This design comes from an exercise in tuning for small area and a short achievable clock period on the open sky130 flow, not from production work. Where RTL was checked, it was by simulation tests only, not by an equivalence proof against the original. Power and IR drop assume default switching activity. The flow treats the clock pin as an ideal source, which a real chip does not have.

==> flow/design.v (excerpt) <==
module mul_A (CLK, RESETn, a, b, y);
	input CLK;
	input RESETn;
	input [31:0] a, b;
	output [63:0] y;
	reg [31:0] b0;
	reg d0_n0;
	reg d0_o0;
	reg d0_t0;
	reg d0_n1;
	reg d0_o1;
	reg d0_t1;
	reg d0_n2;
	reg d0_o2;
	reg d0_t2;
	reg d0_n3;
	reg d0_o3;
	reg d0_t3;
	reg a0_7;
	reg a0_8;
	reg a0_9;
	reg a0_10;
	reg a0_11;
	reg a0_12;
	reg a0_13;
	reg a0_14;
	reg a0_15;
	reg a0_16;
	reg a0_17;
	reg a0_18;
	reg a0_19;
	reg a0_20;
	reg a0_21;
	reg a0_22;
	reg a0_23;
	reg a0_24;
	reg a0_25;
	reg a0_26;
	reg a0_27;
	reg a0_28;
	reg a0_29;
	reg a0_30;
	reg a0_31;
	reg m1_0_0;
	reg m1_0_1;
	reg m1_1_0;
	reg m1_2_0;
	reg m1_2_1;
	reg m1_3_0;
	reg m1_3_1;
	reg m1_4_0;
	reg m1_4_1;
	reg m1_5_0;
	reg m1_5_1;
	reg m1_6_0;
	reg m1_6_1;
	reg m1_7_0;
	reg m1_7_1;
	reg m1_8_0;
	reg m1_8_1;
	reg m1_9_0;
	reg m1_9_1;
	reg m1_10_0;
	reg m1_10_1;
	reg m1_11_0;
	reg m1_11_1;
	reg m1_12_0;
	reg m1_12_1;
	reg m1_13_0;
	reg m1_13_1;
	reg m1_14_0;
	reg m1_14_1;
	reg m1_15_0;
	reg m1_15_1;
	reg m1_16_0;
	reg m1_16_1;
	reg m1_17_0;
	reg m1_17_1;
	reg m1_18_0;
	reg m1_18_1;
	reg m1_19_0;
	reg m1_19_1;
	reg m1_20_0;
	reg m1_20_1;
	reg m1_21_0;
	reg m1_21_1;
	reg m1_22_0;
	reg m1_22_1;
	reg m1_23_0;
	reg m1_23_1;
	reg m1_24_0;
	reg m1_24_1;
	reg m1_25_0;
	reg m1_25_1;
	reg m1_26_0;
	reg m1_26_1;
	reg m1_27_0;
	reg m1_27_1;
	reg m1_28_0;
	reg m1_28_1;
	reg m1_29_0;
	reg m1_29_1;
	reg m1_30_0;
	reg m1_30_1;
	reg m1_31_0;
	reg m1_31_1;
	reg m1_32_0;
	reg m1_32_1;
	reg m1_33_0;
	reg m1_33_1;
	reg m1_34_0;
	reg m1_34_1;
	reg m1_35_0;
	reg m1_35_1;
	reg m1_36_0;
	reg m1_36_1;
	reg m1_37_0;
	reg m1_37_1;
	reg m1_38_0;
	reg m1_38_1;
	reg m1_39_0;
	reg m1_39_1;
	reg nd1;
	reg [31:0] b1;
	reg d1_n4;
	reg d1_o4;
	reg d1_t4;
	reg d1_n5;
	reg d1_o5;
	reg d1_t5;
	reg a1_11;
	reg a1_12;
	reg a1_13;
	reg a1_14;
	reg a1_15;
	reg a1_16;
	reg a1_17;
	reg a1_18;
	reg a1_19;
	reg a1_20;
	reg a1_21;
	reg a1_22;
	reg a1_23;
	reg a1_24;
	reg a1_25;
	reg a1_26;
	reg a1_27;
	reg a1_28;
	reg a1_29;
	reg a1_30;
	reg a1_31;
	reg l2_0;
	reg l2_1;
	reg l2_2;
	reg l2_3;
	reg l2_4;
	reg l2_5;
	reg l2_6;
	reg l2_7;
	reg m2_8_0;
	reg m2_8_1;
	reg m2_9_0;
	reg m2_9_1;
	reg m2_10_0;
	reg m2_10_1;
	reg m2_11_0;
	reg m2_11_1;
	reg m2_12_0;
	reg m2_12_1;
	reg m2_13_0;
	reg m2_13_1;
	reg m2_14_0;
	reg m2_14_1;
	reg m2_15_0;
	reg m2_15_1;
	reg m2_16_0;
	reg m2_16_1;
  ...
Size in the first run: ~2,600 flip-flops, roughly 130 I/O pins, about 75,000 um^2 of cells after synthesis.
==> flow/config.mk <==
export PLATFORM = sky130hd
export DESIGN_NAME = mul_A
export DESIGN_NICKNAME = mul_A
export VERILOG_FILES = /design/flow/design.v
export SDC_FILE = /design/flow/constraint.sdc
export NUM_CORES = 4
export LEC_CHECK = 0
export CAP_MARGIN = 20
export CORE_MARGIN = 2
export CORE_UTILIZATION = 55
export CTS_CLUSTER_DIAMETER = 120
export CTS_CLUSTER_SIZE = 32
export SETUP_SLACK_MARGIN = 2.85
export SLEW_MARGIN = 20
export SYNTH_HIERARCHICAL = 1
export SYNTH_MINIMUM_KEEP_SIZE = 0
==> flow/constraint.sdc <==
create_clock -name core_clock -period 5.0 [get_ports {CLK}]
set_input_delay 1.0000 -clock core_clock [delete_from_list [all_inputs] [get_ports {CLK}]]
set_output_delay 1.0000 -clock core_clock [all_outputs]
set_load 0.01 [all_outputs]
run.sh (not shown) runs the stock make flow with config.mk's settings and CLKGATE_MAP_FILE= SYNTH_SCRIPT=/design/flow/synth_recipe.tcl, a recipe that flattens the netlist after the stock synthesis.
Next try:
- CORE_UTILIZATION: 55 -> 70
After rerunning: Total power climbs by 0.72%; cell area fell by 0.36%; synthesized area is unchanged; clock-buffer cell count fell by 2; routed wire length came out higher by 0.75%; synthesized cell count is unchanged; final cell count drops by 5.4%.
Next try:
- CORE_UTILIZATION: 70 -> 55
- CTS_CLUSTER_DIAMETER: 120 -> 70
After rerunning:
- first-iteration DRC count decreases by 14%
- area after synthesis stays the same
- hold slack gains 3.6 ps
- via count is lower by 0.78%
- global-route usage fell by 4.2 points
- worst setup slack got worse by 23 ps
- synthesized cell count stays the same
- fmax went down by 1.0%
Next try:
- CTS_CLUSTER_DIAMETER: 70 -> 120
- SETUP_SLACK_MARGIN: 2.85 -> 2.8
Outcome:
- wire length shrinks by 2.1%
- cell count shrinks by 1.6%
- global-route usage shrinks by 0.51 points
- clock skew shrinks by 6.5 ps
- setup slack barely changes
- total power shrinks by 6.0%
- via count shrinks by 1.2%
- area after synthesis does not change
Next try:
- CORE_UTILIZATION: 55 -> 60
- CTS_CLUSTER_SIZE: 32 -> 30
- PLACE_DENSITY: default -> 0.7
- SETUP_SLACK_MARGIN: 2.8 -> 2.85
After rerunning: The new run went through all stages and came out clean; wire length shrinks by 2.2%; register-to-register slack gets worse by 30 ps; cell area is about the same; clock skew is higher by 3.8 ps; setup slack degrades by 29 ps; non-clock buffer count is lower by 3; die area went down by 8.2%; worst hold slack got worse by 3.2 ps.
Next try:
- CORE_UTILIZATION: 60 -> 55
- PLACE_DENSITY: 0.7 -> default
- SETUP_SLACK_MARGIN: 2.85 -> 2.95
=> Final area went up by 1.8%. Clock power went up by about 1%. Die area went up by 9.0%. Sequential power stays flat. Synthesized area does not change. Routed wire length went up by 7.4%. Final cell count went up by 2.6%.

---

Setup of run 1:
mul_A, a different RTL version from the one above (not shown whole).
Size: about 5,400 cells after synthesis.
export LEC_CHECK = 0
export CAP_MARGIN = 20
export CORE_MARGIN = 2
export CORE_UTILIZATION = 40
export SLEW_MARGIN = 20
create_clock -name core_clock -period 5.0 [get_ports {CLK}]
What run 2 does differently from run 1 at the input level:
- SETUP_SLACK_MARGIN: unset -> 2.6
- CORE_UTILIZATION: 40 -> 55
- CTS_BUF_LIST: unset -> sky130_fd_sc_hd__clkbuf_8 sky130_fd_sc_hd__clkbuf_4
Run 2 finished end to end and its layout was clean on timing, DRC and antenna.
Against run 1, run 2 comes in 0.58 ns higher on worst setup slack.
Initial core utilization up 15 points in run 2 wrt run 1
Of run 2 and run 1, run 1 shows the higher path length in cells of the critical path, with run 2 below it.
Cell-internal power (higher): run 2
Run 2 vs run 1, destination of the critical timing path: m2_30_1 vs m3_46_1
Wire length of run 2 exceeds that of run 1 by more than 10%.
[inputs] run 3 vs run 2
- a deleted CTS_BUF_LIST that had been sky130_fd_sc_hd__clkbuf_8 sky130_fd_sc_hd__clkbuf_4
==> comparison <==
- Met3 layer wire length in the routed design (higher): run 2
- Proportion of cell area occupied by registers delta (run 2 -> run 3): insignificant
- On peak supply drop, run 3 does worse than run 2.
- Delta (run 3 minus run 2): non-clock buffer count saw a decrease; total chip power saw an increase.
- Setup WNS run 2 -> run 3: better
- When the final numbers for run 3 and run 2 were put side by side, the share of layout cells above drive strength 1 turned out to be smaller in run 3.
- Going from run 2 to run 3, the final wirelength was found to have gone down by about 1.6%.
- | relative contribution of sequential cells to total power | lower: run 3 |
- As far as clock network area share is concerned, run 3 and run 2 perform about the same.
Function was not checked in any run of this note: the RTL went through the layout flow alone.

afterwards: timing with drivers on the ports:
In the flow no input, the clock included, has a driving cell. The finished layouts below were timed again as built, in two steps. Step 1 assumes that a clkbuf_16 drives the clock port and a buf_2 every other input. Step 2 also shifts input and output timing later by t, the mid clock arrival at the registers, as if the neighbouring blocks saw the same clock. a / b / c = no drivers / after step 1 / after step 2; a / b = the first two.
run	shift t [ns]	setup slack, ns	hold WS [ns]
the first run of note 1	0.792	2.819 / 2.748 / 2.839	0.324 / 0.324 / 0.324
the second run of note 1	0.784	2.797 / 2.756 / 2.797	0.315 / 0.315 / 0.315
the third run of note 1	0.834	2.774 / 2.701 / 2.774	0.319 / 0.319 / 0.319
the fourth run of note 1	0.806	2.777 / 2.746 / 2.777	0.316 / 0.316 / 0.316
the fifth run of note 1	0.795	2.748 / 2.748 / 2.748	0.313 / 0.313 / 0.313
the sixth run of note 1	0.810	2.742 / 2.742 / 2.742	0.312 / 0.312 / 0.312
run 1	0.894	1.711 / 1.711 / 1.711	0.263 / 0.263 / 0.263
run 2	1.016	2.287 / 2.287 / 2.287	0.268 / 0.268 / 0.268
run 3	0.869	2.317 / 2.317 / 2.317	0.259 / 0.259 / 0.259
After both steps every run listed still meets setup and hold.
